This is an optimization exercise on Yosys and OpenROAD, whose aim is small area, a short achievable clock period and few clock cycles per item, not a production implementation. Where RTL was checked, it was by simulation tests only, not by an equivalence proof against the original. Function not checked in runs 1 to 3: the RTL went through the layout flow alone. No activity file was given, so power comes from the tool's default toggle rates.

[flow/flow/run.sh]
#!/bin/bash
# The standard layout, with the ports buffered by buf_2 cells.
set -euo pipefail
bash standard.sh "BUFFER_PORTS_ARGS=-buffer_cell sky130_fd_sc_hd__buf_2" finish > standard_flow.log 2>&1
[flow/standard.sh]
#!/bin/bash
# synth_recipe.tcl (not shown) runs the flow's synth.tcl, then flattens the netlist and writes it again
# the make line also repeats each setting of config.mk as NAME=value (left out here)
make -C /OpenROAD-flow-scripts/flow DESIGN_CONFIG=/design/flow/config.mk WORK_HOME=/design/flow/orfs CLKGATE_MAP_FILE= SYNTH_SCRIPT=/design/flow/synth_recipe.tcl "${@:-finish}"
[flow/config.mk]
export PLATFORM = sky130hd
export DESIGN_NAME = div
export DESIGN_NICKNAME = div
export VERILOG_FILES = /design/flow/design.v
export SDC_FILE = /design/flow/constraint.sdc
export NUM_CORES = 8
export LEC_CHECK = 0
export CAP_MARGIN = 20
export CORE_MARGIN = 2
export CORE_UTILIZATION = 40
export SETUP_SLACK_MARGIN = 1.6
export SLEW_MARGIN = 20
[flow/constraint.sdc]
create_clock -name core_clock -period 5.0 [get_ports {clk}]
set_input_delay 1.0000 -clock core_clock [delete_from_list [all_inputs] [get_ports {clk}]]
set_output_delay 1.0000 -clock core_clock [all_outputs]
set_load 0.01 [all_outputs]
[flow/design.v]
module div(
    input                               clk,
    input                               resetn,
    input                               signed_div_i,
    input   [31:0]                   operand1_i,
    input   [31:0]                   operand2_i,
    input                               start_i,
    input                               annul_i,
    output  reg[63:0]          result_o,
    output  reg                         ready_o
);
localparam S_IDLE = 3'd0;
localparam S_NEG  = 3'd1;
localparam S_NORM = 3'd2;
localparam S_ITER = 3'd3;
localparam S_DONE = 3'd4;
reg [2:0]  state;
reg [31:0] rem;       
reg [32:0] dsr;       
reg [31:0] quo;
reg [4:0]  cnt;
reg [4:0]  lz_a;      
reg [4:0]  lz_b;      
reg        sa;        
reg        sb;        
wire sa_in = signed_div_i & operand1_i[31];
wire sb_in = signed_div_i & operand2_i[31];
wire b_zero = ~|operand2_i;
wire [32:0] b_ext = {sb_in, operand2_i};
wire neg_first = sa_in & ~sb_in;      
genvar k, i;
function [4:0] lzc32;
    input [31:0] v;
    input        s;
    reg [7:0] nz;
    reg [7:0] oh;
    reg [3:0] nb;
    reg [2:0] hi;
    integer n;
    begin
        for (n = 0; n < 8; n = n + 1)
            nz[n] = s ? ~&v[4*n +: 4] : |v[4*n +: 4];
        for (n = 0; n < 8; n = n + 1)
            oh[n] = nz[n] & ~|(nz >> (n + 1));
        nb = 4'd0;
        hi = 3'd0;
        for (n = 0; n < 8; n = n + 1) begin
            nb = nb | ({4{oh[n]}} & v[4*n +: 4]);
            hi = hi | ({3{oh[n]}} & (3'd7 - n[2:0]));
        end
        nb = nb ^ {4{s}};
        lzc32 = {hi, ~nb[3] & ~nb[2], ~nb[3] & (nb[2] | ~nb[1])};
    end
endfunction
wire [31:0] wa = sa_in ? {~operand1_i[30:0], 1'b1} : operand1_i;
wire [31:0] wb = {operand2_i[31:1], ~sb_in};
wire [7:0] nz_a, nz_b, nz_b_above;
generate
    for (k = 0; k < 8; k = k + 1) begin : nib
        assign nz_a[k] = |wa[4*k+3:4*k];
        assign nz_b[k] = sb_in ? ~&wb[4*k+3:4*k] : |wb[4*k+3:4*k];
        if (k == 7) begin : top
            assign nz_b_above[k] = 1'b0;
        end else begin : below
            assign nz_b_above[k] = |nz_b[7:k+1];
        end
    end
endgenerate
wire small_in = ~|(nz_a & ~nz_b_above);
wire [4:0] sg = lz_b & ~lz_a;
wire [4:0] sp = lz_b | ~lz_a;
wire [4:0] sc;      
assign sc[0] = 1'b1;
assign sc[1] = sg[0] | sp[0];
assign sc[2] = sg[1] | sp[1] & (sg[0] | sp[0]);
assign sc[3] = sg[2] | sp[2] & sg[1] | sp[2] & sp[1] & (sg[0] | sp[0]);
assign sc[4] = sg[3] | sp[3] & sg[2] | sp[3] & sp[2] & sg[1]
             | sp[3] & sp[2] & sp[1] & (sg[0] | sp[0]);
wire [4:0] first = (lz_b ^ sc) ^ ~lz_a;
wire        sub = sa | ~sb;      
wire        neg_q = sa ^ sb;     
wire        rem_s = sa & rem[31];
wire [33:0] x = {rem_s, rem_s, rem};
wire [33:0] y = {dsr[32], dsr};
wire [33:0] g0 = x & y;
wire [33:0] p0 = x | y;
wire [33:0] gg [0:6];
wire [33:0] pp [0:6];
assign gg[0] = g0;
assign pp[0] = p0;
generate
    for (k = 0; k < 6; k = k + 1) begin : ks
        for (i = 0; i < 34; i = i + 1) begin : kb
            if (i >= (1 << k)) begin : comb
                assign gg[k+1][i] = gg[k][i] | (pp[k][i] & gg[k][i - (1 << k)]);
                assign pp[k+1][i] = pp[k][i] & pp[k][i - (1 << k)];
            end else begin : pass
                assign gg[k+1][i] = gg[k][i];
                assign pp[k+1][i] = pp[k][i];
            end
        end
    end
endgenerate
wire [33:0] gt = gg[6];
wire [33:0] pt = pp[6];
wire [33:0] carry = {gt[32:0] | (pt[32:0] & {33{sub}}), sub};
wire [33:0] sum = (x ^ carry) ^ y;
wire neg_le = (x[33] ^ gt[32]) ^ y[33];
wire take = sa ? neg_le : ~sum[33];
wire [32:0] sh [0:5];
assign sh[0] = dsr;
generate
    for (k = 0; k < 5; k = k + 1) begin : shs
        assign sh[k+1] = first[k] ? {sh[k][32 - (1 << k):0], {(1 << k){sub}}} : sh[k];
    end
endgenerate
always @(*) begin
    result_o = {rem[31:0], quo};
    ready_o  = (state == S_DONE);
end
always @(posedge clk) begin
    lz_a  <= lzc32(wa, 1'b0);
    lz_b  <= lzc32(wb, sb_in);
    sa    <= sa_in;
    sb    <= sb_in;
    case (state)
        S_IDLE:  dsr <= b_ext ^ {33{sa_in | ~sb_in}};
        S_NEG:   dsr <= ~sum[32:0];     
        S_NORM:  dsr <= sh[5];
        default: dsr <= {dsr[32], dsr[32:1]};
    endcase
    if (state == S_NORM) cnt <= first;
    else                 cnt <= cnt - 5'd1;
    case (state)
        S_IDLE:  quo <= 32'd0;
        S_NEG:   quo <= 32'd0;
        S_NORM:  quo <= {32{neg_q & take}};
        default: quo <= {quo[30:0], take ^ neg_q};
    endcase
    case (state)
        S_IDLE:  rem <= (b_zero | neg_first) ? 32'd0 : operand1_i;
        S_NEG:   rem <= operand1_i;
        S_NORM:  if (take & neg_q) rem <= sum[31:0];
        S_ITER:  if (take) rem <= sum[31:0];
        default: ;
    endcase
    if (resetn == 1'b0) begin
        state <= S_IDLE;
    end else begin
        case (state)
            S_IDLE: begin
                if (start_i && !annul_i) begin
                    if (b_zero)         state <= S_DONE;
                    else if (neg_first) state <= S_NEG;
                    else if (small_in)  state <= S_DONE;
                    else                   state <= S_NORM;
                end
            end
            S_NEG: begin
                if (annul_i)       state <= S_IDLE;
                else if (small_in) state <= S_DONE;     
                else               state <= S_NORM;
            end
            S_NORM: begin
                if (annul_i)    state <= S_IDLE;
                else if (!take) state <= S_DONE;     
                else            state <= S_ITER;
            end
            S_ITER: begin
                if (annul_i)           state <= S_IDLE;
                else if (cnt == 5'd0)  state <= S_DONE;
            end
            default: state <= S_IDLE;
        endcase
    end
end
endmodule
==> impl_summary.log, run 1 <==
[metrics] outcome: no timing/DRC/antenna violations
[metrics] Post-DP HPWL: just under 30000 um
[metrics] htree depth: 4
[metrics] post-route non-filler standard cell count: between 1500 and 2000
[metrics] Buffers & Inverters on Critical Path: 0
[metrics] Final Slew Violations: 0
[metrics] area of the mapped netlist: just under 10000 um2
[metrics] worst hold path type: flip-flop to flip-flop
[metrics] Setup crit end kind: flip-flop
[metrics] layout overhead on the synthesized area: 22.5%
[metrics] FF+latch count, synth: around 120
[metrics] share of the synthesized area in the top cell type: 16.9%
[metrics] biggest area consumer among synthesized cells: dfxtp_1
[metrics] buffers from clock root to sink, at most: 2
[metrics] data required time of the worst path: ~5.4 ns
[metrics] final worst hold slack: 0.445 ns
[metrics] largest delay contributor family on the critical path: compound AO/OA/AOI/OAI gates
[metrics] overflow left after global routing: 0
[metrics] Max stage delay cell, worst path: edfxtp_1
[metrics] number of nets in the synthesized netlist: 1303
[metrics] CP Cell Sequence: o22ai_2 > o21ai_2 > o21a_1 > or2_4 > a311o_1 > maj3_2 > maj3_2 > or4_1 > a31oi_1
[metrics] hold buffer count at cts: 0
[metrics] cell with the most instances on the worst path: maj3_2
[metrics] number of cells produced by synthesis: approximately 1200
[metrics] Worst Skew: approximately 0.015 ns
[metrics] Final Hold Viols: 0
[metrics] max-slew headroom at the worst pin: 37.3%
[metrics] number of placed instances with taps included: approximately 1600
[metrics] number of global-route vias before repair: around 9700
[metrics] longest individual stage delay on the worst path: ~0.55 ns
[metrics] library cell used as clock root buffer: clkbuf_16
[metrics] number of nets at the end of the flow: ~1400
[metrics] global-route wire length before repair: 57800 um
[metrics] clock tree from TritonCTS: built
[metrics] via density per instance: 6.32
[metrics] critical path fanouts, max: 6
[metrics] sequential-to-total area share from yosys stat: roughly 27%
[metrics] share of the core filled with cells in the final layout: between 40% and 50%
[metrics] RSZ-0062 raised after global routing: true
[metrics] all-layer global routing usage: ~29%
[metrics] number of buffers inserted during clock tree synthesis: 17
[metrics] slew at the pin with the worst max-slew slack: ~0.94 ns
[metrics] Synth Warn #: 1
[metrics] max cap viols: 0
[metrics] fraction of layout instances using a drive strength above 1: 24.8%
[metrics] total via count after detailed routing: between 10000 and 15000
[metrics] Routed wire per std cell: around 23 um
[metrics] static leakage: just under 5 nW
[metrics] largest net degree at the start of global routing: between 40 and 50
[metrics] die footprint: between 20000 and 30000 um2
[metrics] final weighted congestion of routability-driven global placement: roughly 0.96
[metrics] period utilisation layout: between 60% and 70%
[metrics] filler cell count in the final layout: between 2000 and 2500
[metrics] category of the most critical setup path: flip-flop to flip-flop
[metrics] leading post-synthesis cells by cell area: dfxtp_1, edfxtp_1, xnor2_1, o21ai_0, mux4_2
[metrics] FF-to-FF setup slack: roughly 1.6 ns
[metrics] count of distinct cell types in the synthesized netlist: 80
[metrics] Cell Rows: 57
[metrics] prevailing post-synth register cell: dfxtp_1
[metrics] Max rail drop VDD: 239 uV
[metrics] worst path arrival time: between 3 and 4 ns
[metrics] antenna violations before repair: 1
[metrics] final setup violating endpoints: 0
[metrics] final period demand of the worst path: between 3 and 4 ns
[metrics] combined area of the multi-input logic cells: roughly 7000 um2
[metrics] Storage cell area: 2700 um2
[metrics] pre-CTS WS: about 1.1 ns
[metrics] clock insertion delay at the later pin of the skew report: between 0.4 and 0.5 ns
[metrics] Power Dens Cells: between 500 and 600 nW/um2
[metrics] kind of start point of the critical path: flip-flop
[metrics] number of flops mapped to enable cells by yosys: 34
[metrics] port buffer count: approximately 130
[metrics] boundary pin count: between 100 and 150
[metrics] clk slew on worst S/H paths: ~0.060 ns
[metrics] core area: approximately 24000 um2
[metrics] final wirelength: 39200 um
[metrics] synthesized area divided by synthesized cell count: ~8.0 um2
[metrics] worst setup slack after layout: ~1.6 ns
[metrics] number of search-and-repair iterations in the first detailed-routing pass: 6
[metrics] summed negative setup slack over all endpoints: 0 ns
[metrics] die outline height: 161 um
[metrics] total number of clock tree sinks: between 100 and 150
[metrics] Highest Clock Rate: a little under 0.3 GHz
[metrics] iteration-0 DRC count of the detailed router: roughly 1300
[metrics] die extent in x: around 160 um
[metrics] effective utilization at floorplan: ~41%
[metrics] async set-or-reset flop fraction in the synthesized netlist: 0%
[metrics] remaining antenna violation count: 0
[metrics] Post-route DRC: 0
registers in the layout, summed over array words and instances, names as in the netlist:
name / cells
cnt: 5
dsr: 33
lz_a: 5
lz_b: 5
quo: 32
rem: 32
sa: 1
sb: 1
state: 3
worst register-to-register path: stages, from the launching register on:
cell and delay [ns]:
edfxtp_1 0.55, o22ai_2 0.34, o21ai_2 0.15, o21a_1 0.21, or2_4 0.29, a311o_1 0.40
maj3_2 0.37, maj3_2 0.36, or4_1 0.51, a31oi_1 0.19
final cells by class:
type	instances	area share (%)
timing repair buffer	194	9.80
inverter	34	1.09
sequential	117	22.4
clock inverter	15	1.26
clock buffer	17	3.52
antenna	1	0.0207
multi-input combinational	973	58.6
tap	324	3.36
power by group:
part,total (mW),internal [mW],switching (mW)
combinational,4.06,1.78,2.28
clock,1.23,0.664,0.563
sequential,1.81,1.28,0.525
total,7.09,3.72,3.37
Yosys cell counts, drive strengths merged, types with 12 or more instances:
cell type,n
nor4,14
o211ai,14
maj3,23
dfxtp,83
o22ai,19
nor2,114
mux2i,37
clkbuf,86
a221oi,18
buf,18
xor2,19
mux4,23
a31oi,32
nand2,117
nand2b,15
nand3,12
nand4,12
a21oi,72
a211oi,16
a21o,37
o21ai,99
inv,34
xnor2,86
a22oi,14
edfxtp,34
a22o,25
nor3,23
worst paths after layout:
check | start | to | depth (start not counted)
worst max register to register | rem[1] | dsr[27] | 9
worst min-delay path | quo[0] | quo[1] | 1
worst max-delay path | rem[1] | dsr[27] | 9
worst min register to register | quo[0] | quo[1] | 1
metrics by stage:
| step | power (mW) | instance area, um2 |
|---|---|---|
| after global placement | 5.26 | 10800 |
| final | 7.09 | 12100 |
| after floorplan | 4.22 | 9920 |
| after detailed placement | 5.28 | 10800 |
| after global routing | 7.47 | 12100 |
| after CTS | 6.62 | 11500 |
layer usage:
metal / track usage (%) / up-vias / part of all wire [%]
met4: 11.3 / 0 / 2.9
met3: 7.36 / 79 / 10
met5: 0 / - / 0
met2: 44.6 / 635 / 45
li1: - / 4798 / -
met1: 39.8 / 5075 / 42
placed cells by master, fill, tap and decap left out, types with 15 or more instances in the layout:
cell type  Yosys  layout
a211oi_1      16      15
a21o_1        37      37
a21oi_1       72      66
a22o_1        25      25
a31oi_1       32      30
buf_2         11     133
buf_4          0      52
clkbuf_16      0      18
dfxtp_1       83      69
edfxtp_1      34      34
inv_1         34      32
maj3_1        21      20
mux2i_1       37      36
mux4_2        20      20
nand2_1      117     116
nand2b_1      15      15
nor2_1       114     110
nor3_1        22      19
o21ai_0       92      89
o22ai_1       19      16
xnor2_1       86      79
xor2_1        19      18
logic make-up after synthesis:
group                      Yosys count  synth area share [%]
muxes                               63                  9.47
buffers and inverters              138                  5.47
xor gates and xnor gates           105                  9.33
AOI/OAI and AO/OA                  413                  28.0
DFF                                117                  27.2
adders and majority gates           29                  3.28
and+or+nand+nor                    363                  17.2
timing repair:
action,in CTS,in global routing
buffers inserted,10,26
endpoints found under the hold margin,0,0
gates resized for setup,17,65
pin swaps,6,17
setup endpoints to repair,92,93
gates cloned,0,1
==> run 2: changes to the inputs <==
--- a/flow/config.mk
+++ b/flow/config.mk
@@ -9,4 +9,4 @@
 export CORE_MARGIN = 2
 export CORE_UTILIZATION = 40
-export SETUP_SLACK_MARGIN = 1.6
+export SETUP_SLACK_MARGIN = 1.4
 export SLEW_MARGIN = 20
==> impl_summary.log, run 2 <==
[metrics] all-layer global routing usage: between 20 and 30%
[metrics] max-slew headroom at the worst pin: ~33%
[metrics] static leakage: around 4.8 nW
[metrics] period utilisation layout: a little under three quarters
[metrics] Cell Rows: 57
[metrics] worst hold path type: flip-flop to flip-flop
[metrics] die extent in x: ~160 um
[metrics] number of buffers inserted during clock tree synthesis: 17
[metrics] die footprint: 25900 um2
[metrics] number of flops mapped to enable cells by yosys: 34
[metrics] leading cell type in the layout, fill and taps excluded: buf_2
[metrics] worst path arrival time: about 3.8 ns
[metrics] number of global-route vias before repair: about 9500
[metrics] area of the mapped netlist: slightly below 10000 um2
[metrics] longest individual stage delay on the worst path: approximately 0.40 ns
[metrics] Setup crit end kind: flip-flop
[metrics] slew at the pin with the worst max-slew slack: around 1.0 ns
[metrics] clk slew on worst S/H paths: around 0.070 ns
[metrics] number of nets at the end of the flow: roughly 1400
[metrics] flip-flop count of the largest register after layout: 33
[metrics] Hold Path Depth: 1
[metrics] final weighted congestion of routability-driven global placement: ~0.96
[metrics] overflow left after global routing: 0
[metrics] dominant cell by count in the synthesized netlist: nand2_1
[metrics] Max stage delay cell, worst path: a311o_1
[metrics] final period demand of the worst path: between 3 and 4 ns
[metrics] kind of start point of the critical path: flip-flop
[metrics] share of the core filled with cells in the final layout: 47.7%
[metrics] CP Cell Sequence: inv_1 > ha_1 > buf_6 > a21boi_1 > o21ai_2 > o21a_1 > or2_4 > a311o_1 > maj3_2 > a211o_2 > o21ai_1 > o41ai_1 > a211o_1
[metrics] top flop regs: dsr: 33 flops, quo: 32 flops, rem: 32 flops
[metrics] clock insertion delay at the later pin of the skew report: around 0.44 ns
[metrics] antenna violations before repair: 0
[metrics] prevailing post-synth register cell: dfxtp_1
[metrics] synthesized area divided by synthesized cell count: approximately 8.0 um2
[metrics] sequential-to-total area share from yosys stat: a little over a quarter
[metrics] Most flops, register: dsr
[metrics] hold buffer count at cts: 0
[metrics] leading post-synthesis cells by cell area: dfxtp_1, edfxtp_1, xnor2_1, o21ai_0, mux4_2
[metrics] Post-DP HPWL: ~28000 um
[metrics] biggest area consumer among synthesized cells: dfxtp_1
[metrics] Final Slew Violations: 0
[metrics] port buffer count: 133
[metrics] iteration-0 DRC count of the detailed router: 1148
[metrics] summed negative setup slack over all endpoints: 0 ns
[metrics] Worst Skew: 0.0145 ns
[metrics] remaining antenna violation count: 0
[metrics] buffers from clock root to sink, at most: 2
[metrics] FF-to-FF Start: sa
[metrics] cells on worst reg2reg path: 13
[metrics] FF-to-FF setup slack: between 1 and 1.5 ns
[metrics] final wirelength: ~37000 um
[metrics] total number of clock tree sinks: around 120
[metrics] Post-route DRC: 0
[metrics] Highest Clock Rate: about 0.28 GHz
[metrics] boundary pin count: ~130
[metrics] ranking of synthesized cells by instance count: nand2_1, nor2_1, o21ai_0, clkbuf_1, xnor2_1
[metrics] category of the most critical setup path: flip-flop to flip-flop
[metrics] Reg-to-Reg End: dsr[32]
[metrics] number of nets in the synthesized netlist: ~1300
[metrics] core area: 24200 um2
[metrics] layout overhead on the synthesized area: 17.4%
[metrics] fraction of layout instances using a drive strength above 1: between 20% and 30%
[metrics] effective utilization at floorplan: about 40%
[metrics] Power Dens Cells: around 580 nW/um2
[metrics] largest net degree at the start of global routing: between 40 and 50
[metrics] Synth Warn #: 1
[metrics] data required time of the worst path: between 5 and 6 ns
[metrics] FF+latch count, synth: about 120
[metrics] via density per instance: slightly above 6
[metrics] die outline height: between 150 and 200 um
[metrics] Max rail drop VDD: around 190 uV
[metrics] startpoint of the worst setup timing path: sa
[metrics] Hold Crit Endpoint: quo[25]
[metrics] Final Hold Viols: 0
[metrics] max cap viols: 0
[metrics] async set-or-reset flop fraction in the synthesized netlist: 0%
[metrics] number of cells produced by synthesis: 1228
[metrics] share of the synthesized area in the top cell type: 16.9%
[metrics] total via count after detailed routing: 10300
[metrics] global-route wire length before repair: about 57000 um
[metrics] critical path fanouts, max: 12
[metrics] clock tree from TritonCTS: built
[metrics] startpoint of the tightest hold check path: quo[24]
[metrics] commonest cells after routing, fill and taps aside: buf_2, nand2_1, nor2_1
[metrics] final setup violating endpoints: 0
[metrics] htree depth: 4
[metrics] Routed wire per std cell: roughly 23 um
[metrics] count of distinct cell types in the synthesized netlist: 80
[metrics] number of search-and-repair iterations in the first detailed-routing pass: 7
[metrics] outcome: no timing/DRC/antenna violations
[metrics] diode count: 0
[metrics] RSZ-0062 raised after global routing: true
[metrics] library cell used as clock root buffer: clkbuf_16
## run 2: cell types whose count changed in the layout (fill, tap and decap cells not counted), moves of 3 or more
cell and delta:
buf_4 -23, dfxtp_2 -5, a21oi_1 +4, o22ai_1 +3
a21oi_2 -4, dfxtp_1 +5, xnor2_4 -3, inv_6 +3
## run 2: worst max path at each step
stage / to / slack [ns] / cells past startpoint
2_1_floorplan: rem[0] / 1.40 / 9
3_3_place_gp: rem[13] / 0.71 / 9
3_5_place_dp: rem[13] / 0.71 / 9
4_1_cts: rem[29] / 1.40 / 11
5_1_grt: rem[29] / 1.34 / 14
6_report: dsr[32] / 1.43 / 13
## run 2: cells by family after synthesis
group / Yosys count / share of synthesized area [%]
and+or+nand+nor: 363 / 17.2
adders and majority gates: 29 / 3.28
DFF: 117 / 27.2
AOI/OAI and AO/OA: 413 / 28.0
muxes: 63 / 9.47
xor gates and xnor gates: 105 / 9.33
buffers and inverters: 138 / 5.47
## run 2: worst max-delay path: cells and delay by family (launching register included)
kind	cells	cell delay (ns)
AOI/OAI and AO/OA	8	1.82
adders and majority gates	2	0.56
buffers and inverters	2	0.26
DFF	1	0.38
and+or+nand+nor	1	0.28
## run 2: stage by stage
step           instance area [um2]  power [mW]  cells  hold WS [ns]  worst slack, ns
2_1_floorplan                 9880        4.18   1228         0.438             1.40
3_3_place_gp                 10800        5.23   1605         0.425            0.711
3_5_place_dp                 10800        5.24   1605         0.431            0.708
4_1_cts                      11400        6.55   1642         0.449             1.40
5_1_grt                      11600        7.12   1647         0.466             1.34
6_report                     11600        6.75   1647         0.447             1.43
## run 2: cell type report
type	count	area, um2
tap	324	405
clock buffer	18	450
inverter	34	128
timing repair buffer	167	943
multi-input combinational	973	6820
clock inverter	14	123
sequential	117	2700
fill	2447	12700
## run 2: per-layer routing
metal  global-route usage, %  vias up  wire [um]
met3                    4.21       64       3260
met4                    9.42        0        890
met1                    41.0     4914      16400
met2                    43.7      538      16800
met5                       0        -          0
li1                        -     4741          -
## run 2: where the power goes
part | leakage (nW) | switching (mW) | internal (mW)
Sequential | 1.05 | 0.515 | 1.28
Clock | 0.285 | 0.543 | 0.684
Combinational | 3.44 | 2.15 | 1.58
## run 2: timing repair
action / 4_1_cts / 5_1_grt
endpoints found under the setup margin: 79 / 44
setup buffers: 5 / 5
gates resized for setup: 12 / 22
pin swaps: 4 / 5
==> run 3: changes to the inputs <==
--- a/flow/config.mk
+++ b/flow/config.mk
@@ -9,4 +9,5 @@
 export CORE_MARGIN = 2
 export CORE_UTILIZATION = 40
+export CTS_BUF_LIST = sky130_fd_sc_hd__clkbuf_8
 export SETUP_SLACK_MARGIN = 1.4
 export SLEW_MARGIN = 20
==> impl_summary.log, run 3 <==
[metrics] outcome: no timing/DRC/antenna violations
[metrics] top flop regs: dsr: 33 flops, quo: 32 flops, rem: 32 flops
[metrics] RSZ-0062 raised after global routing: true
[metrics] via density per instance: between 6 and 7
[metrics] Most flops, register: dsr
[metrics] max-slew headroom at the worst pin: roughly 36%
[metrics] total via count after detailed routing: approximately 10000
[metrics] dominant cell by count in the synthesized netlist: nand2_1
[metrics] die footprint: 25900 um2
[metrics] fraction of synthesized area in multiplexers: about a tenth
[metrics] Final Slew Violations: 0
[metrics] Max stage delay cell, worst path: or4_1
[metrics] final setup violating endpoints: 0
[metrics] library cell used as clock root buffer: clkbuf_8
[metrics] clock insertion delay at the later pin of the skew report: between 0.4 and 0.5 ns
[metrics] share of power burned in combinational logic: just under 60%
[metrics] part of the total power dissipated in sequential elements: approximately 28%
[metrics] remaining antenna violation count: 0
[metrics] period utilisation layout: 71.6%
[metrics] count of distinct cell types in the synthesized netlist: 80
[metrics] Power Dens Cells: about 560 nW/um2
[metrics] share of the synthesized area in the top cell type: ~17%
[metrics] number of buffers inserted during clock tree synthesis: 17
[metrics] Max rail drop VDD: between 200 and 300 uV
[metrics] global-route wire length before repair: ~56000 um
[metrics] number of search-and-repair iterations in the first detailed-routing pass: 5
[metrics] clock tree from TritonCTS: built
[metrics] final weighted congestion of routability-driven global placement: about 0.96
[metrics] dominant combinational cell family by area after synthesis: compound AO/OA/AOI/OAI gates
[metrics] die outline height: around 160 um
[metrics] number of nets in the synthesized netlist: approximately 1300
[metrics] Clock power frac: around 14%
[metrics] slew at the pin with the worst max-slew slack: about 0.96 ns
[metrics] net switching share of the total power: about half
[metrics] filler cell count in the final layout: 2475
[metrics] FF+latch count, synth: about 120
[metrics] Buffers & Inverters on Critical Path: 1
[metrics] worst path arrival time: 3.75 ns
[metrics] boundary pin count: 134
[metrics] Hold Crit Endpoint: quo[12]
[metrics] FF-to-FF Start: dsr[29]
[metrics] prevailing post-synth register cell: dfxtp_1
[metrics] die extent in x: 161 um
[metrics] post-route non-filler standard cell count: 1649
[metrics] Cell Rows: 57
[metrics] number of flops mapped to enable cells by yosys: 34
[metrics] Post-DP HPWL: ~28000 um
[metrics] data required time of the worst path: between 5 and 6 ns
[metrics] longest individual stage delay on the worst path: 0.67 ns
[metrics] largest net degree at the start of global routing: 47
[metrics] final period demand of the worst path: 3.58 ns
[metrics] fraction of layout instances using a drive strength above 1: approximately a fifth
[metrics] worst hold path type: flip-flop to flip-flop
[metrics] Final Hold Viols: 0
[metrics] Highest Clock Rate: roughly 0.28 GHz
[metrics] critical path fanouts, max: 19
[metrics] diode count: 0
[metrics] biggest area consumer among synthesized cells: dfxtp_1
[metrics] largest delay contributor family on the critical path: simple AND/OR/NAND/NOR gates
[metrics] number of placed instances with taps included: 1605
[metrics] kind of start point of the critical path: flip-flop
[metrics] antenna violations before repair: 0
[metrics] max cap viols: 0
[metrics] leading post-synthesis cells by cell area: dfxtp_1, edfxtp_1, xnor2_1, o21ai_0, mux4_2
[metrics] post-synthesis compound-gate area fraction: between 20 and 30%
[metrics] Post-Synth Simple-Gate Area: between 10% and 20%
[metrics] htree depth: 4
[metrics] port buffer count: approximately 130
[metrics] number of nets at the end of the flow: 1387
[metrics] post-synthesis adder-cell area fraction: approximately 3.3%
[metrics] Hold Path Depth: 1
[metrics] area of the mapped netlist: 9850 um2
[metrics] CP Cell Sequence: o22ai_1 > or4_1 > nor4_4 > nand4_1 > o21a_1 > a31oi_1 > xnor2_2 > a221oi_4 > buf_8
[metrics] sequential-to-total area share from yosys stat: 27.2%
[metrics] Reg-to-Reg End: rem[16]
[metrics] parity-gate share of the synthesized area counting xor and xnor cells: a little under a tenth
[metrics] static leakage: 4.68 nW
[metrics] instance count on the critical path: 9
[metrics] flip-flop count of the largest register after layout: 33
[metrics] leading cell type in the layout, fill and taps excluded: buf_2
[metrics] all-layer global routing usage: between 20% and 30%
[metrics] buffers from clock root to sink, at most: 2
[metrics] Synth Warn #: 1
[metrics] summed negative setup slack over all endpoints: 0 ns
[metrics] number of global-route vias before repair: 9456
[metrics] commonest cells after routing, fill and taps aside: buf_2, nand2_1, nor2_1
[metrics] Worst Skew: between 0.015 and 0.02 ns
[metrics] startpoint of the tightest hold check path: quo[11]
[metrics] synthesized area divided by synthesized cell count: 8.02 um2
[metrics] overflow left after global routing: 0
[metrics] cells on worst reg2reg path: 9
[metrics] net switching power figure: 3.15 mW
[metrics] ranking of synthesized cells by instance count: nand2_1, nor2_1, o21ai_0, clkbuf_1, xnor2_1
[metrics] clk slew on worst S/H paths: ~0.090 ns
[metrics] effective utilization at floorplan: between 40 and 50%
[metrics] category of the most critical setup path: flip-flop to flip-flop
[metrics] number of cells produced by synthesis: roughly 1200
[metrics] async set-or-reset flop fraction in the synthesized netlist: 0%
[metrics] layout overhead on the synthesized area: 15.6%
[metrics] iteration-0 DRC count of the detailed router: around 1100
[metrics] FF-to-FF setup slack: around 1.4 ns
[metrics] Setup crit end kind: flip-flop
[metrics] final wirelength: between 30000 and 40000 um
[metrics] total internal power: 3.25 mW
[metrics] total number of clock tree sinks: about 120
[metrics] Routed wire per std cell: between 20 and 25 um
[metrics] core area: 24200 um2
[metrics] Post-route DRC: 0
==> run 3: layout make-up <==
class | count | area [um2] | area share, %
Sequential cell | 117 | 2700 | 23.7
Clock inverter | 15 | 153 | 1.34
Clock buffer | 17 | 234 | 2.05
Tap cell | 324 | 405 | 3.56
Multi-Input combinational cell | 973 | 6820 | 59.9
Inverter | 34 | 128 | 1.12
Timing Repair Buffer | 169 | 952 | 8.36
==> run 3: per-stage QoR <==
stage                     hold WS (ns)  area, um2  util (%)  setup WS [ns]  total power [mW]
final                            0.452      11400      47.0           1.42              6.40
after global routing             0.473      11400      47.0           1.31              6.78
after CTS                        0.455      11200      46.4           1.41              6.22
after detailed placement         0.431      10800      44.4          0.708              5.24
after global placement           0.425      10800      44.4          0.711              5.23
after floorplan                  0.438       9880         -           1.40              4.18
==> run 3: worst reg2reg max path, delay by kind of cell (launching register included) <==
kind	cells	cell delay (ns)
DFF	1	0.49
AOI/OAI and AO/OA	4	1.04
and+or+nand+nor	3	1.27
xor gates and xnor gates	1	0.22
buffers and inverters	1	0.24
==> run 3: layer usage <==
| metal | up-vias | track usage (%) | share of wire, % |
|---|---|---|---|
| met4 | 0 | 8.64 | 2.3 |
| met1 | 4910 | 41.0 | 45 |
| met3 | 58 | 3.69 | 8.3 |
| li1 | 4745 | - | - |
| met5 | - | 0 | 0 |
| met2 | 508 | 43.6 | 45 |
==> run 3: how the worst max path moves through the flow <==
| stage | start | to | slack (ns) |
|---|---|---|---|
| 2_1_floorplan | rem[25] | rem[0] | 1.40 |
| 3_3_place_gp | dsr[29] | rem[13] | 0.71 |
| 3_5_place_dp | dsr[29] | rem[13] | 0.71 |
| 4_1_cts | sa | dsr[32] | 1.41 |
| 5_1_grt | sa | rem[29] | 1.31 |
| 6_report | dsr[29] | rem[16] | 1.42 |
==> run 3: cell families (layout without fill, tap and decap cells) <==
kind of cell / Yosys count / in the layout
compound gates: 413 / 413
xor+xnor: 105 / 105
fa+ha+maj: 29 / 29
buf+inv: 138 / 235
flops: 117 / 117
mux: 63 / 63
simple gates: 363 / 363
==> run 3: timing repair <==
item | CTS | global route
resized for setup | 11 | 22
cloned | 0 | 1
hold buffers | 0 | 0
endpoints found under the setup margin | 81 | 45
pin swaps | 1 | 5
setup buffers | 4 | 7
==> run 3: power groups by stage <==
stage / Combinational (mW) / Sequential, mW / Clock, mW
6_report: 3.70 / 1.80 / 0.910
5_1_grt: 3.98 / 1.84 / 0.961
3_3_place_gp: 3.44 / 1.79 / 0
2_1_floorplan: 2.64 / 1.54 / 0
4_1_cts: 3.53 / 1.78 / 0.914
3_5_place_dp: 3.44 / 1.80 / 0
==> run 4: changes to the inputs <==
--- a/flow/design.v
+++ b/flow/design.v
@@ -28,5 +28,5 @@
 wire b_zero = ~|operand2_i;
 wire [32:0] b_ext = {sb_in, operand2_i};
-wire neg_first = sa_in & ~sb_in;      
+wire neg_in = sa_in ^ sb_in;          
 genvar k, i;
 function [4:0] lzc32;
@@ -78,9 +78,8 @@
              | sp[3] & sp[2] & sp[1] & (sg[0] | sp[0]);
 wire [4:0] first = (lz_b ^ sc) ^ ~lz_a;
-wire        sub = sa | ~sb;      
 wire        neg_q = sa ^ sb;     
 wire        rem_s = sa & rem[31];
 wire [33:0] x = {rem_s, rem_s, rem};
-wire [33:0] y = {dsr[32], dsr};
+wire [33:0] y = ~{dsr[32], dsr};
 wire [33:0] g0 = x & y;
 wire [33:0] p0 = x | y;
@@ -104,5 +103,5 @@
 wire [33:0] gt = gg[6];
 wire [33:0] pt = pp[6];
-wire [33:0] carry = {gt[32:0] | (pt[32:0] & {33{sub}}), sub};
+wire [33:0] carry = {gt[32:0] | pt[32:0], 1'b1};
 wire [33:0] sum = (x ^ carry) ^ y;
 wire neg_le = (x[33] ^ gt[32]) ^ y[33];
@@ -112,5 +111,5 @@
 generate
     for (k = 0; k < 5; k = k + 1) begin : shs
-        assign sh[k+1] = first[k] ? {sh[k][32 - (1 << k):0], {(1 << k){sub}}} : sh[k];
+        assign sh[k+1] = first[k] ? {sh[k][32 - (1 << k):0], {(1 << k){1'b0}}} : sh[k];
     end
 endgenerate
@@ -125,6 +124,6 @@
     sb    <= sb_in;
     case (state)
-        S_IDLE:  dsr <= b_ext ^ {33{sa_in | ~sb_in}};
-        S_NEG:   dsr <= ~sum[32:0];     
+        S_IDLE:  dsr <= b_ext;
+        S_NEG:   dsr <= sum[32:0];      
         S_NORM:  dsr <= sh[5];
         default: dsr <= {dsr[32], dsr[32:1]};
@@ -139,5 +138,5 @@
     endcase
     case (state)
-        S_IDLE:  rem <= (b_zero | neg_first) ? 32'd0 : operand1_i;
+        S_IDLE:  rem <= (b_zero | neg_in & ~small_in) ? 32'd0 : operand1_i;
         S_NEG:   rem <= operand1_i;
         S_NORM:  if (take & neg_q) rem <= sum[31:0];
@@ -151,15 +150,10 @@
             S_IDLE: begin
                 if (start_i && !annul_i) begin
-                    if (b_zero)         state <= S_DONE;
-                    else if (neg_first) state <= S_NEG;
-                    else if (small_in)  state <= S_DONE;
+                    if (b_zero | small_in) state <= S_DONE;
+                    else if (neg_in)       state <= S_NEG;
                     else                   state <= S_NORM;
                 end
             end
-            S_NEG: begin
-                if (annul_i)       state <= S_IDLE;
-                else if (small_in) state <= S_DONE;     
-                else               state <= S_NORM;
-            end
+            S_NEG:  state <= annul_i ? S_IDLE : S_NORM;
             S_NORM: begin
                 if (annul_i)    state <= S_IDLE;
--- a/flow/config.mk
+++ b/flow/config.mk
@@ -10,4 +10,4 @@
 export CORE_UTILIZATION = 40
 export CTS_BUF_LIST = sky130_fd_sc_hd__clkbuf_8
-export SETUP_SLACK_MARGIN = 1.4
+export SETUP_SLACK_MARGIN = 1.2
 export SLEW_MARGIN = 20
==> impl_summary.log, run 4 <==
[metrics] outcome: no timing/DRC/antenna violations
[metrics] die extent in x: about 160 um
[metrics] Routed wire per std cell: about 22 um
[metrics] FF-to-FF setup slack: 1.27 ns
[metrics] htree depth: 4
[metrics] iteration-0 DRC count of the detailed router: ~1100
[metrics] Hold Path Depth: 1
[metrics] biggest area consumer among synthesized cells: dfxtp_1
[metrics] Most flops, register: dsr
[metrics] overflow left after global routing: 0
[metrics] critical path fanouts, max: 15
[metrics] total power consumption of the routed design: 6.06 mW
[metrics] final wirelength: between 30000 and 40000 um
[metrics] FF+latch count, synth: 117
[metrics] global-route wire length before repair: approximately 52000 um
[metrics] FF-to-FF Start: dsr[5]
[metrics] async set-or-reset flop fraction in the synthesized netlist: 0%
[metrics] ranking of synthesized cells by instance count: nand2_1, nor2_1, dfxtp_1, a21oi_1, o21ai_0
[metrics] static leakage: between 4 and 5 nW
[metrics] Setup crit end kind: flip-flop
[metrics] Reg-to-Reg End: rem[5]
[metrics] period utilisation layout: 74.6%
[metrics] total number of clock tree sinks: between 100 and 150
[metrics] all-layer global routing usage: 28.6%
[metrics] Max rail drop VDD: roughly 190 uV
[metrics] kind of start point of the critical path: flip-flop
[metrics] total via count after detailed routing: between 9000 and 10000
[metrics] summed negative setup slack over all endpoints: 0 ns
[metrics] synthesized area divided by synthesized cell count: 8.25 um2
[metrics] share of the synthesized area in the top cell type: between 10% and 20%
[metrics] Highest Clock Rate: 0.268 GHz
[metrics] Final Hold Viols: 0
[metrics] clk slew on worst S/H paths: roughly 0.1 ns
[metrics] number of cells produced by synthesis: around 1100
[metrics] RSZ-0062 raised after global routing: true
[metrics] port buffer count: 133
[metrics] pre-CTS WS: between 0.8 and 0.9 ns
[metrics] Hold Crit Endpoint: quo[1]
[metrics] final period demand of the worst path: ~3.7 ns
[metrics] buffers from clock root to sink, at most: 2
[metrics] Cell Rows: 55
[metrics] antenna violations before repair: 0
[metrics] diode count: 0
[metrics] area of the mapped netlist: just over 9000 um2
[metrics] via density per instance: about 6
[metrics] worst hold path type: flip-flop to flip-flop
[metrics] cell with the most instances on the worst path: maj3_2
[metrics] boundary pin count: between 100 and 150
[metrics] Synth Warn #: 1
[metrics] Max stage delay cell, worst path: dfxtp_1
[metrics] longest individual stage delay on the worst path: roughly 0.55 ns
[metrics] die footprint: around 25000 um2
[metrics] prevailing post-synth register cell: dfxtp_1
[metrics] data required time of the worst path: between 5 and 6 ns
[metrics] hold buffer count at cts: 0
[metrics] fraction of layout instances using a drive strength above 1: about 23%
[metrics] startpoint of the tightest hold check path: quo[0]
[metrics] Post-route DRC: 0
[metrics] Worst Skew: approximately 0.022 ns
[metrics] number of global-route vias before repair: about 9000
[metrics] leading post-synthesis cells by cell area: dfxtp_1, edfxtp_1, mux2i_1, nand2_1, a21oi_1
[metrics] number of nets at the end of the flow: between 1000 and 1500
[metrics] flip-flop count of the largest register after layout: 33
[metrics] largest net degree at the start of global routing: between 40 and 50
[metrics] cells on worst reg2reg path: 12
[metrics] count of distinct cell types in the synthesized netlist: 82
[metrics] layout overhead on the synthesized area: 16.7%
[metrics] clock insertion delay at the later pin of the skew report: 0.48 ns
[metrics] clock tree from TritonCTS: built
[metrics] category of the most critical setup path: flip-flop to flip-flop
[metrics] number of search-and-repair iterations in the first detailed-routing pass: 8
[metrics] final setup violating endpoints: 0
[metrics] max cap viols: 0
[metrics] die outline height: 157 um
[metrics] library cell used as clock root buffer: clkbuf_8
[metrics] sequential-to-total area share from yosys stat: around 29%
[metrics] startpoint of the worst setup timing path: dsr[5]
[metrics] dominant cell by count in the synthesized netlist: nand2_1
[metrics] number of flops mapped to enable cells by yosys: 34
[metrics] worst setup slack after layout: 1.27 ns
[metrics] core area: between 20000 and 25000 um2
[metrics] number of buffers inserted during clock tree synthesis: 17
[metrics] remaining antenna violation count: 0
[metrics] CP Cell Sequence: nor2b_2 > maj3_2 > maj3_2 > maj3_2 > o21bai_1 > a211oi_2 > o211ai_2 > mux2i_1 > xnor2_2 > o21bai_2 > a21oi_4 > buf_6
[metrics] worst path arrival time: between 3 and 4 ns
[metrics] Post-DP HPWL: 27400 um
[metrics] slew at the pin with the worst max-slew slack: around 0.99 ns
[metrics] max-slew headroom at the worst pin: approximately a third
[metrics] Power Dens Cells: ~560 nW/um2
[metrics] top flop regs: dsr: 33 flops, quo: 32 flops, rem: 32 flops
[metrics] final weighted congestion of routability-driven global placement: roughly 1
[metrics] commonest cells after routing, fill and taps aside: buf_2, nand2_1, nor2_1
[metrics] leading cell type in the layout, fill and taps excluded: buf_2
[metrics] number of nets in the synthesized netlist: 1206
[metrics] effective utilization at floorplan: about two fifths
[metrics] Final Slew Violations: 0
[run 4: cell types whose count changed after synthesis, moves of 7 or more]
cell / previous run / this run
o21ai_0: 92 / 62
xnor2_1: 86 / 34
o22ai_1: 19 / 5
clkbuf_1: 86 / 39
a31oi_1: 32 / 14
a21oi_1: 72 / 79
nor2b_1: 8 / 45
a21o_2: 0 / 26
inv_1: 34 / 50
nor2_1: 114 / 97
mux2i_1: 37 / 44
nand2b_1: 15 / 33
a21o_1: 37 / 9
[run 4: worst max-delay path: cells and delay by family (launching register included)]
| family | cells | cell delay, ns |
|---|---|---|
| AO/OA/AOI/OAI | 5 | 1.22 |
| XOR/XNOR | 1 | 0.15 |
| adder cells (fa/ha/maj) | 3 | 0.93 |
| buffers and inverters | 1 | 0.23 |
| flip-flops | 1 | 0.55 |
| multiplexers | 1 | 0.25 |
| AND/OR/NAND/NOR | 1 | 0.11 |
[run 4: repair_timing]
item / in CTS / in global routing
buffers inserted: 2 / 9
gates resized for setup: 8 / 13
setup endpoints to repair: 64 / 103
hold endpoints to repair: 0 / 0
pin swaps: 3 / 3
[run 4: worst max-delay path by stage]
| stage | endpoint | depth (start not counted) |
|---|---|---|
| floorplan | rem[0] | 11 |
| global placement | rem[25] | 11 |
| detailed placement | rem[20] | 12 |
| CTS | rem[15] | 12 |
| global route | rem[8] | 12 |
| finish | rem[5] | 12 |
[run 4: final cells by class]
type	instances	area [um2]
clock buffers	17	234
clock inverters	15	175
fillers	2306	11900
inverters	54	203
multi-input cells	901	6260
flip-flops and latches	117	2680
well taps	313	392
repair buffers	165	942
[run 4: power breakdown]
group	switching (mW)	internal, mW
Sequential	0.350	1.26
Combinational	2.05	1.47
Clock	0.543	0.386
Total	2.95	3.12
[run 4: cells by family (layout without fill, tap and decap cells)]
logic type	after synthesis	in the layout	share of synthesized area, %
AO/OA/AOI/OAI	345	345	25.8
XOR/XNOR	52	52	5.04
adder cells (fa/ha/maj)	39	39	4.52
buffers and inverters	113	251	5.24
flip-flops	117	117	28.8
multiplexers	68	68	9.63
AND/OR/NAND/NOR	397	397	21.0
[run 4: per-layer routing]
metal	global-route usage (%)	vias up	wire length, um
met5	0	-	0
met4	12.1	0	1440
met3	8.58	86	3750
met2	43.2	472	15500
met1	37.9	4512	14900
li1	-	4456	-
[run 4: stage by stage]
step                util, %  hold slack (ns)  instances  instance area [um2]
floorplan                 -            0.435       1131                 9340
global placement       45.2            0.429       1539                10300
detailed placement     45.2            0.435       1539                10300
CTS                    47.2            0.457       1573                10800
global route           47.8            0.480       1582                10900
finish                 47.8            0.451       1582                10900
Testbench counts of run 4, summed over its fixed seeds: cycles 71,722, divisions 8,000.
==> run 5: changes to the inputs <==
--- a/flow/config.mk
+++ b/flow/config.mk
@@ -10,4 +10,4 @@
 export CORE_UTILIZATION = 40
 export CTS_BUF_LIST = sky130_fd_sc_hd__clkbuf_8
-export SETUP_SLACK_MARGIN = 1.2
+export SETUP_SLACK_MARGIN = 1.5
 export SLEW_MARGIN = 20
==> impl_summary.log, run 5 <==
[metrics] outcome: no timing/DRC/antenna violations
[metrics] global-route wire length before repair: 53600 um
[metrics] Storage cell area: approximately 2700 um2
[metrics] die extent in x: around 160 um
[metrics] Post-Synth Simple-Gate Area: 21.0%
[metrics] share of the core filled with cells in the final layout: 49.3%
[metrics] Cell Rows: 55
[metrics] max-slew headroom at the worst pin: slightly above 40%
[metrics] overflow left after global routing: 0
[metrics] Most flops, register: dsr
[metrics] number of nets at the end of the flow: ~1300
[metrics] boundary pin count: about 130
[metrics] worst path arrival time: 3.72 ns
[metrics] leading cell type in the layout, fill and taps excluded: buf_2
[metrics] flip-flop count of the largest register after layout: 33
[metrics] ranking of synthesized cells by instance count: nand2_1, nor2_1, dfxtp_1, a21oi_1, o21ai_0
[metrics] filler cell count in the final layout: about 2300
[metrics] period utilisation layout: a little over 70%
[metrics] dominant combinational cell family by area after synthesis: compound AO/OA/AOI/OAI gates
[metrics] antenna violations before repair: 0
[metrics] remaining antenna violation count: 0
[metrics] critical path fanouts, max: 9
[metrics] buffers from clock root to sink, at most: 2
[metrics] async set-or-reset flop fraction in the synthesized netlist: 0%
[metrics] Synth Warn #: 1
[metrics] effective utilization at floorplan: between 40% and 50%
[metrics] Worst Skew: between 0.02 and 0.025 ns
[metrics] Highest Clock Rate: 0.284 GHz
[metrics] port buffer count: between 100 and 150
[metrics] Final Hold Viols: 0
[metrics] slew at the pin with the worst max-slew slack: between 0.8 and 0.9 ns
[metrics] total number of clock tree sinks: 117
[metrics] RSZ-0062 raised after global routing: true
[metrics] Max rail drop VDD: 196 uV
[metrics] worst hold path type: flip-flop to flip-flop
[metrics] category of the most critical setup path: flip-flop to flip-flop
[metrics] clock insertion delay at the later pin of the skew report: 0.48 ns
[metrics] Post-DP HPWL: about 27000 um
[metrics] sequential-to-total area share from yosys stat: between 20% and 30%
[metrics] post-route cell area: 11200 um2
[metrics] diode count: 0
[metrics] layout overhead on the synthesized area: 20.3%
[metrics] prevailing post-synth register cell: dfxtp_1
[metrics] summed negative setup slack over all endpoints: 0 ns
[metrics] FF+latch count, synth: around 120
[metrics] iteration-0 DRC count of the detailed router: 1100
[metrics] final setup violating endpoints: 0
[metrics] number of global-route vias before repair: just over 9000
[metrics] number of nets in the synthesized netlist: 1206
[metrics] htree depth: 4
[metrics] commonest cells after routing, fill and taps aside: buf_2, nand2_1, nor2_1
[metrics] number of placed instances with taps included: between 1500 and 2000
[metrics] final wirelength: roughly 36000 um
[metrics] Final Slew Violations: 0
[metrics] dominant cell by count in the synthesized netlist: nand2_1
[metrics] leading post-synthesis cells by cell area: dfxtp_1, edfxtp_1, mux2i_1, nand2_1, a21oi_1
[metrics] kind of start point of the critical path: flip-flop
[metrics] hold buffer count at cts: 0
[metrics] max cap viols: 0
[metrics] clock tree from TritonCTS: built
[metrics] share of the synthesized area in the top cell type: 17.8%
[metrics] fraction of layout instances using a drive strength above 1: roughly a quarter
[metrics] Routed wire per std cell: around 23 um
[metrics] number of buffers inserted during clock tree synthesis: 17
[metrics] post-synthesis compound-gate area fraction: 25.8%
[metrics] Setup crit end kind: flip-flop
[metrics] area of the mapped netlist: ~9300 um2
[metrics] parity-gate share of the synthesized area counting xor and xnor cells: slightly above 5%
[metrics] die outline height: approximately 160 um
[metrics] via density per instance: between 6 and 7
[metrics] final period demand of the worst path: ~3.5 ns
[metrics] biggest area consumer among synthesized cells: dfxtp_1
[metrics] top flop regs: dsr: 33 flops, quo: 32 flops, rem: 32 flops
[metrics] largest net degree at the start of global routing: 40
[metrics] library cell used as clock root buffer: clkbuf_8
[metrics] all-layer global routing usage: 29.0%
[metrics] Post-route DRC: 0
[metrics] final weighted congestion of routability-driven global placement: between 0.9 and 1
[metrics] synthesized area divided by synthesized cell count: roughly 8.2 um2
[metrics] Placed Area: about 10000 um2
[metrics] number of cells produced by synthesis: 1131
[metrics] final worst hold slack: between 0.4 and 0.5 ns
[metrics] count of distinct cell types in the synthesized netlist: 82
[metrics] data required time of the worst path: 5.19 ns
[metrics] post-synthesis adder-cell area fraction: ~4.5%
[metrics] core area: between 20000 and 25000 um2
[metrics] number of search-and-repair iterations in the first detailed-routing pass: 9
[metrics] combined area of the multi-input logic cells: approximately 6500 um2
[metrics] clk slew on worst S/H paths: about 0.090 ns
[metrics] die footprint: between 20000 and 25000 um2
[metrics] Power Dens Cells: 564 nW/um2
[metrics] number of flops mapped to enable cells by yosys: 34
[metrics] fraction of synthesized area in multiplexers: under 10%
[metrics] static leakage: roughly 4.7 nW
[metrics] post-route non-filler standard cell count: between 1500 and 2000
[metrics] total via count after detailed routing: approximately 9800
-- run 5: cell counts after synthesis --
No cell type changed its count.
-- run 5: layer usage --
layer	GRT usage, %	routed length [um]	vias up
met2	44.4	16000	518
li1	-	-	4487
met3	8.31	3790	76
met1	38.9	15200	4699
met5	0	0	-
met4	10.2	1150	0
-- run 5: cell type report --
cell class | instances | area share [%]
Clock buffer | 17 | 2.08
Clock inverter | 15 | 1.42
Inverter | 54 | 1.83
Multi-Input combinational cell | 902 | 57.6
Sequential cell | 117 | 24.0
Tap cell | 313 | 3.49
Timing Repair Buffer | 177 | 9.65
-- run 5: kinds of logic (layout without fill, tap and decap cells) --
kind of cell | count (synthesis) | in the layout
adders and majority gates | 39 | 39
muxes | 68 | 68
xor gates and xnor gates | 52 | 52
and+or+nand+nor | 397 | 398
DFF | 117 | 117
buffers and inverters | 113 | 263
AOI/OAI and AO/OA | 345 | 345
-- run 5: timing repair --
action	CTS	global route
cloned	0	3
gates resized for setup	32	38
setup endpoints to repair	95	111
endpoints found under the hold margin	0	0
pin swaps	6	15
setup buffers	11	10
-- run 5: power by group --
part           leakage (nW)  switching [mW]  total, mW  internal, mW
Combinational          3.44            2.22       3.82          1.60
Clock                 0.200           0.486      0.901         0.415
Sequential             1.06           0.344       1.60          1.26
-- run 5: critical path, stage by stage, from the launching register on --
cell       delay, ns
edfxtp_1        0.41
nor2b_4         0.15
maj3_2          0.31
maj3_2          0.32
maj3_2          0.30
o21bai_1        0.18
a211oi_2        0.37
o211ai_2        0.13
mux2i_2         0.24
xnor2_2         0.11
o21bai_4        0.19
a21oi_4         0.20
buf_6           0.16
clkbuf_16       0.16
-- run 5: per-stage QoR --
stage / setup WS (ns) / total power, mW
floorplan: 1.43 / 3.97
global placement: 0.760 / 4.97
detailed placement: 0.692 / 4.99
CTS: 1.47 / 6.03
global route: 1.40 / 6.67
finish: 1.48 / 6.33
-- run 5: path summary, 6_finish.rpt --
check | cells past startpoint | to | from | slack, ns
worst max-delay path | 13 | rem[21] | rem[5] | 1.48
worst min-delay path | 1 | quo[30] | quo[29] | 0.45
worst max register to register | 13 | rem[21] | rem[5] | 1.48
worst min register to register | 1 | quo[30] | quo[29] | 0.45
==> run 6: changes to the inputs <==
--- a/flow/config.mk
+++ b/flow/config.mk
@@ -10,4 +10,4 @@
 export CORE_UTILIZATION = 40
 export CTS_BUF_LIST = sky130_fd_sc_hd__clkbuf_8
-export SETUP_SLACK_MARGIN = 1.5
+export SETUP_SLACK_MARGIN = 1.8
 export SLEW_MARGIN = 20
==> impl_summary.log, run 6 <==
[metrics] die extent in x: roughly 160 um
[metrics] via density per instance: 6.21
[metrics] number of placed instances with taps included: between 1500 and 2000
[metrics] final weighted congestion of routability-driven global placement: between 0.9 and 1
[metrics] top flop regs: dsr: 33 flops, quo: 32 flops, rem: 32 flops
[metrics] Post-DP HPWL: roughly 27000 um
[metrics] most used routing layer in global routing: met2
[metrics] antenna violations before repair: 1
[metrics] Final Hold Viols: 0
[metrics] area of the mapped netlist: 9330 um2
[metrics] all-layer global routing usage: between 20% and 30%
[metrics] prevailing post-synth register cell: dfxtp_1
[metrics] longest individual stage delay on the worst path: around 0.43 ns
[metrics] slew at the pin with the worst max-slew slack: 1.04 ns
[metrics] Storage cell area: 2700 um2
[metrics] Final Slew Violations: 0
[metrics] worst hold path type: flip-flop to flip-flop
[metrics] dominant combinational cell family by area after synthesis: compound AO/OA/AOI/OAI gates
[metrics] hold buffer count at cts: 0
[metrics] RSZ-0062 raised after global routing: true
[metrics] number of search-and-repair iterations in the first detailed-routing pass: 8
[metrics] pre-CTS WS: 0.828 ns
[metrics] largest net degree at the start of global routing: 45
[metrics] post-route non-filler standard cell count: 1655
[metrics] instance count on the critical path: 13
[metrics] iteration-0 DRC count of the detailed router: between 1000 and 1500
[metrics] post-synthesis compound-gate area fraction: 25.8%
[metrics] total number of clock tree sinks: between 100 and 150
[metrics] dominant cell by count in the synthesized netlist: nand2_1
[metrics] sequential-to-total area share from yosys stat: 28.8%
[metrics] startpoint of the worst setup timing path: rem[17]
[metrics] ranking of synthesized cells by instance count: nand2_1, nor2_1, dfxtp_1, a21oi_1, o21ai_0
[metrics] post-synthesis adder-cell area fraction: between 4 and 5%
[metrics] Worst Skew: roughly 0.015 ns
[metrics] share of the core filled with cells in the final layout: a little over half
[metrics] fraction of layout instances using a drive strength above 1: between 30% and 40%
[metrics] Reg-to-Reg End: rem[30]
[metrics] max-slew headroom at the worst pin: 30.9%
[metrics] htree depth: 4
[metrics] final period demand of the worst path: between 3 and 4 ns
[metrics] number of global-route vias before repair: roughly 9300
[metrics] fraction of synthesized area in multiplexers: under 10%
[metrics] async set-or-reset flop fraction in the synthesized netlist: 0%
[metrics] boundary pin count: around 130
[metrics] Synth Warn #: 1
[metrics] met3 GRT Util: about 5%
[metrics] FF-to-FF setup slack: ~1.5 ns
[metrics] number of nets in the synthesized netlist: between 1000 and 1500
[metrics] startpoint of the tightest hold check path: quo[17]
[metrics] worst path arrival time: between 3 and 4 ns
[metrics] CP Cell Sequence: nor2b_4 > maj3_1 > maj3_2 > o211ai_1 > a21oi_2 > o21ai_2 > o211ai_2 > mux2i_2 > xnor2_2 > o21bai_4 > a21oi_4 > buf_12 > clkbuf_16
[metrics] die footprint: 24600 um2
[metrics] FF-to-FF Start: rem[17]
[metrics] met2 capacity usage during global routing: approximately 45%
[metrics] period utilisation layout: a little over two thirds
[metrics] remaining antenna violation count: 0
[metrics] Routed wire per std cell: roughly 23 um
[metrics] commonest cells after routing, fill and taps aside: buf_2, nand2_1, nor2_1
[metrics] leading post-synthesis cells by cell area: dfxtp_1, edfxtp_1, mux2i_1, nand2_1, a21oi_1
[metrics] clock tree from TritonCTS: built
[metrics] Post-route DRC: 0
[metrics] static leakage: 5.15 nW
[metrics] FF+latch count, synth: ~120
[metrics] buffers from clock root to sink, at most: 2
[metrics] Max stage delay cell, worst path: edfxtp_1
[metrics] combined area of the multi-input logic cells: roughly 7000 um2
[metrics] summed negative setup slack over all endpoints: 0 ns
[metrics] leading cell type in the layout, fill and taps excluded: buf_2
[metrics] category of the most critical setup path: flip-flop to flip-flop
[metrics] clk slew on worst S/H paths: 0.09 ns
[metrics] die outline height: approximately 160 um
[metrics] Setup crit end kind: flip-flop
[metrics] Cell Rows: 55
[metrics] number of cells produced by synthesis: 1131
[metrics] worst setup slack after layout: roughly 1.5 ns
[metrics] kind of start point of the critical path: flip-flop
[metrics] cells on worst reg2reg path: 13
[metrics] layout overhead on the synthesized area: 33.2%
[metrics] outcome: no timing/DRC/antenna violations
[metrics] total power consumption of the routed design: slightly above 7 mW
[metrics] filler cell count in the final layout: 2125
[metrics] Power Dens Cells: 569 nW/um2
[metrics] Buffers & Inverters on Critical Path: 2
[metrics] biggest area consumer among synthesized cells: dfxtp_1
[metrics] number of flops mapped to enable cells by yosys: 34
[metrics] flip-flop count of the largest register after layout: 33
[metrics] final wirelength: roughly 38000 um
[metrics] final setup violating endpoints: 0
[metrics] overflow left after global routing: 0
[metrics] parity-gate share of the synthesized area counting xor and xnor cells: under 10%
[metrics] Most flops, register: dsr
[metrics] port buffer count: between 100 and 150
[metrics] effective utilization at floorplan: approximately 40%
[metrics] largest delay contributor family on the critical path: compound AO/OA/AOI/OAI gates
[metrics] Max rail drop VDD: around 260 uV
[metrics] total via count after detailed routing: between 10000 and 15000
[metrics] number of nets at the end of the flow: between 1000 and 1500
[metrics] global-route wire length before repair: about 55000 um
[metrics] max cap viols: 0
[metrics] synthesized area divided by synthesized cell count: between 8 and 9 um2
[metrics] share of the synthesized area in the top cell type: 17.8%
[metrics] Highest Clock Rate: around 0.29 GHz
[metrics] core area: approximately 23000 um2
[metrics] count of distinct cell types in the synthesized netlist: slightly above 80
[metrics] routing usage on met1: 41.4%
[metrics] data required time of the worst path: 5.18 ns
[metrics] capture point of the worst path: rem[30]
[metrics] Post-Synth Simple-Gate Area: a little over a fifth
[metrics] critical path fanouts, max: 8
[metrics] number of buffers inserted during clock tree synthesis: 17
[metrics] library cell used as clock root buffer: clkbuf_8
[metrics] clock insertion delay at the later pin of the skew report: approximately 0.46 ns
run 6: cell type report:
cell class / instances / share of cell area [%]
clock inverter: 15 / 1.28
clock buffer: 17 / 1.88
antenna: 1 / 0.0201
inverter: 54 / 1.68
tap: 313 / 3.15
multi-input combinational: 903 / 56.5
sequential: 117 / 21.7
timing repair buffer: 235 / 13.7
run 6: what timing repair did:
action	in CTS	in global routing
setup buffers	33	44
endpoints found under the setup margin	131	127
resized for setup	87	113
pin swaps	20	57
hold endpoints to repair	0	0
cloned	4	4
run 6: logic make-up (layout without fill, tap and decap cells):
group	Yosys count	count (layout)
AO/OA/AOI/OAI	345	345
XOR/XNOR	52	52
adder cells (fa/ha/maj)	39	39
buffers and inverters	113	321
flip-flops	117	117
multiplexers	68	68
other	0	1
AND/OR/NAND/NOR	397	399
run 6: layer usage:
layer  up-vias  wire [um]
li1       4609          -
met1      4912      15500
met2       650      16700
met3       107       3780
met4         0       1550
met5         -          0
run 6: per-stage QoR:
stage               hold WS (ns)  area (um2)
floorplan                  0.435        9370
global placement           0.432       10300
detailed placement         0.434       10300
CTS                        0.457       11500
global route               0.470       12400
finish                     0.452       12400
run 6: power breakdown:
group	switching, mW	total [mW]	leakage (nW)	internal [mW]
Sequential	0.342	1.61	1.06	1.26
Combinational	2.50	4.55	3.89	2.04
Clock	0.498	0.915	0.199	0.416
Total	3.34	7.07	5.15	3.72
run 6: worst min-delay path by stage:
stage                     cells past startpoint  slack (ns)       to
after floorplan                               1        0.44   cnt[0]
after detailed placement                      1        0.43  quo[18]
final                                         1        0.45  quo[18]
after global routing                          1        0.47  quo[28]
after global placement                        1        0.43  quo[21]
after CTS                                     1        0.46  quo[18]
==> run 7: changes to the inputs <==
--- a/flow/config.mk
+++ b/flow/config.mk
@@ -8,6 +8,7 @@
 export CAP_MARGIN = 20
 export CORE_MARGIN = 2
-export CORE_UTILIZATION = 40
+export CORE_UTILIZATION = 55
 export CTS_BUF_LIST = sky130_fd_sc_hd__clkbuf_8
-export SETUP_SLACK_MARGIN = 1.8
+export PLACE_DENSITY = 0.75
+export SETUP_SLACK_MARGIN = 1.5
 export SLEW_MARGIN = 20
==> impl_summary.log, run 7 <==
[metrics] critical path fanouts, max: 16
[metrics] worst path arrival time: approximately 3.6 ns
[metrics] area of the mapped netlist: roughly 9300 um2
[metrics] via density per instance: approximately 6.8
[metrics] data required time of the worst path: roughly 5.2 ns
[metrics] FF-to-FF setup slack: between 1.5 and 2 ns
[metrics] diode count: 0
[metrics] Placed Area: between 10000 and 15000 um2
[metrics] async set-or-reset flop fraction in the synthesized netlist: 0%
[metrics] startpoint of the tightest hold check path: quo[28]
[metrics] final worst hold slack: ~0.45 ns
[metrics] antenna violations before repair: 0
[metrics] fraction of layout instances using a drive strength above 1: 25.4%
[metrics] Highest Clock Rate: 0.289 GHz
[metrics] dominant cell by count in the synthesized netlist: nand2_1
[metrics] iteration-0 DRC count of the detailed router: ~1200
[metrics] layout overhead on the synthesized area: 18.0%
[metrics] Final Hold Viols: 0
[metrics] Hold Path Depth: 1
[metrics] Post-route DRC: 0
[metrics] cells on worst reg2reg path: 13
[metrics] die extent in x: between 100 and 150 um
[metrics] overflow left after global routing: 0
[metrics] Routed wire per std cell: roughly 23 um
[metrics] number of global-route vias before repair: about 9200
[metrics] FF+latch count, synth: approximately 120
[metrics] Most flops, register: dsr
[metrics] flip-flop count of the largest register after layout: 33
[metrics] die outline height: 134 um
[metrics] share of the core filled with cells in the final layout: between 60 and 70%
[metrics] wire length on met1: between 10000 and 15000 um
[metrics] final weighted congestion of routability-driven global placement: slightly above 1
[metrics] boundary pin count: 134
[metrics] share of the synthesized area in the top cell type: 17.8%
[metrics] total via count after detailed routing: roughly 10000
[metrics] Worst Skew: around 0.014 ns
[metrics] period utilisation layout: 69.1%
[metrics] commonest cells after routing, fill and taps aside: buf_2, nand2_1, nor2_1
[metrics] library cell used as clock root buffer: clkbuf_8
[metrics] kind of start point of the critical path: flip-flop
[metrics] total power consumption of the routed design: 6.27 mW
[metrics] biggest area consumer among synthesized cells: dfxtp_1
[metrics] count of distinct cell types in the synthesized netlist: just over 80
[metrics] Post-DP HPWL: roughly 25000 um
[metrics] total number of clock tree sinks: approximately 120
[metrics] filler cell count in the final layout: 1418
[metrics] number of flops mapped to enable cells by yosys: 34
[metrics] Setup crit end kind: flip-flop
[metrics] core area: approximately 17000 um2
[metrics] htree depth: 4
[metrics] die footprint: roughly 18000 um2
[metrics] clock insertion delay at the later pin of the skew report: roughly 0.47 ns
[metrics] category of the most critical setup path: flip-flop to flip-flop
[metrics] Hold Crit Endpoint: quo[29]
[metrics] Met2 Routed Length: between 15000 and 20000 um
[metrics] top flop regs: dsr: 33 flops, quo: 32 flops, rem: 32 flops
[metrics] max-slew headroom at the worst pin: ~37%
[metrics] leading cell type in the layout, fill and taps excluded: buf_2
[metrics] final wirelength: roughly 34000 um
[metrics] slew at the pin with the worst max-slew slack: roughly 0.94 ns
[metrics] port buffer count: ~130
[metrics] leading post-synthesis cells by cell area: dfxtp_1, edfxtp_1, mux2i_1, nand2_1, a21oi_1
[metrics] final period demand of the worst path: ~3.5 ns
[metrics] Cell Rows: 47
[metrics] static leakage: about 4.6 nW
[metrics] Max rail drop VDD: approximately 260 uV
[metrics] post-route cell area: roughly 11000 um2
[metrics] buffers from clock root to sink, at most: 2
[metrics] clock tree from TritonCTS: built
[metrics] effective utilization at floorplan: about 56%
[metrics] Synth Warn #: 1
[metrics] global-route wire length before repair: around 52000 um
[metrics] number of cells produced by synthesis: between 1000 and 1500
[metrics] all-layer global routing usage: 37.6%
[metrics] synthesized area divided by synthesized cell count: between 8 and 9 um2
[metrics] final setup violating endpoints: 0
[metrics] max cap viols: 0
[metrics] FF-to-FF Start: dsr[1]
[metrics] Power Dens Cells: 570 nW/um2
[metrics] number of nets in the synthesized netlist: approximately 1200
[metrics] prevailing post-synth register cell: dfxtp_1
[metrics] Final Slew Violations: 0
[metrics] remaining antenna violation count: 0
[metrics] ranking of synthesized cells by instance count: nand2_1, nor2_1, dfxtp_1, a21oi_1, o21ai_0
[metrics] number of search-and-repair iterations in the first detailed-routing pass: 9
[metrics] met3 routed wirelength: around 4800 um
[metrics] RSZ-0062 raised after global routing: true
[metrics] summed negative setup slack over all endpoints: 0 ns
[metrics] combined area of the multi-input logic cells: ~6400 um2
[metrics] sequential-to-total area share from yosys stat: 28.8%
[metrics] clk slew on worst S/H paths: roughly 0.10 ns
[metrics] outcome: no timing/DRC/antenna violations
[metrics] worst hold path type: flip-flop to flip-flop
[metrics] Storage cell area: between 2000 and 3000 um2
[metrics] largest net degree at the start of global routing: 53
[metrics] number of nets at the end of the flow: roughly 1300
[metrics] Highest Signal Layer: met5
[metrics] Reg-to-Reg End: rem[26]
[metrics] number of buffers inserted during clock tree synthesis: 17
-- run 7: changes by cell type in the layout (fill, tap and decap cells not counted), moves of 6 or more --
cell | before | now
buf_4 | 79 | 30
o21ai_0 | 43 | 53
nor4_1 | 10 | 17
dfxtp_2 | 13 | 2
dfxtp_1 | 70 | 81
a21o_2 | 12 | 27
maj3_1 | 17 | 26
a21o_4 | 15 | 0
maj3_2 | 16 | 7
buf_12 | 10 | 3
a21oi_1 | 69 | 75
inv_6 | 9 | 3
-- run 7: how the worst max path moves through the flow --
stage                         startpoint  endpoint  slack, ns
after floorplan                   rem[5]    rem[0]       1.43
after global placement    operand2_i[31]   rem[16]       0.93
after detailed placement  operand2_i[31]   rem[20]       0.95
after CTS                        lz_b[0]   dsr[27]       1.45
after global routing              rem[5]   dsr[32]       1.40
final                             dsr[1]   rem[26]       1.54
-- run 7: worst max-delay path: stages (launching register included) --
cell and delay, ns:
dfxtp_1 0.40, nand2b_4 0.19, maj3_1 0.36, o21ba_2 0.20
maj3_1 0.36, o21bai_1 0.20, a211oi_2 0.13, o211ai_2 0.20
mux2i_2 0.28, xnor2_2 0.11, o21bai_4 0.20, a21oi_4 0.18
buf_4 0.18, buf_16 0.17
-- run 7: logic make-up after synthesis --
family / after synthesis / share of synthesized area (%)
AOI/OAI and AO/OA: 345 / 25.8
xor gates and xnor gates: 52 / 5.04
adders and majority gates: 39 / 4.52
buffers and inverters: 113 / 5.24
DFF: 117 / 28.8
muxes: 68 / 9.63
and+or+nand+nor: 397 / 21.0
-- run 7: what timing repair did --
item	CTS	global route
resized for setup	19	42
setup buffers	11	8
endpoints found under the setup margin	109	112
pin swaps	2	13
hold buffers	0	0
gates cloned	1	1
-- run 7: power breakdown --
group / total (mW) / internal (mW) / leakage, nW / switching (mW)
Clock: 0.886 / 0.374 / 0.198 / 0.512
Combinational: 3.78 / 1.60 / 3.38 / 2.18
Sequential: 1.61 / 1.26 / 1.06 / 0.348
Total: 6.27 / 3.23 / 4.64 / 3.04
-- run 7: layout make-up --
class                           instances  area share [%]
Clock buffer                           17            2.13
Sequential cell                       117            24.4
Clock inverter                         15            1.36
Tap cell                              220            2.50
Inverter                               54            1.86
Multi-Input combinational cell        902            58.5
Timing Repair Buffer                  170            9.20
-- run 7: metal layers --
layer  global-route usage, %  vias to the layer above
met2                    56.9                      755
li1                        -                     4464
met4                    15.6                        3
met1                    50.3                     4742
met3                    10.8                      130
met5                       0                        -
-- run 7: per-stage QoR --
step                      worst slack, ns  std cells
after floorplan                      1.43       1131
after global placement              0.929       1442
after detailed placement            0.951       1442
after CTS                            1.45       1486
after global routing                 1.40       1495
final                                1.54       1495

Check on run 7: ideal ports give 1.543 ns setup slack; a clkbuf_16 on the clock port and buf_2 on the inputs give 1.543 ns; moving port delays by the midpoint clock arrival (0.506 ns) as well gives 1.163 ns.
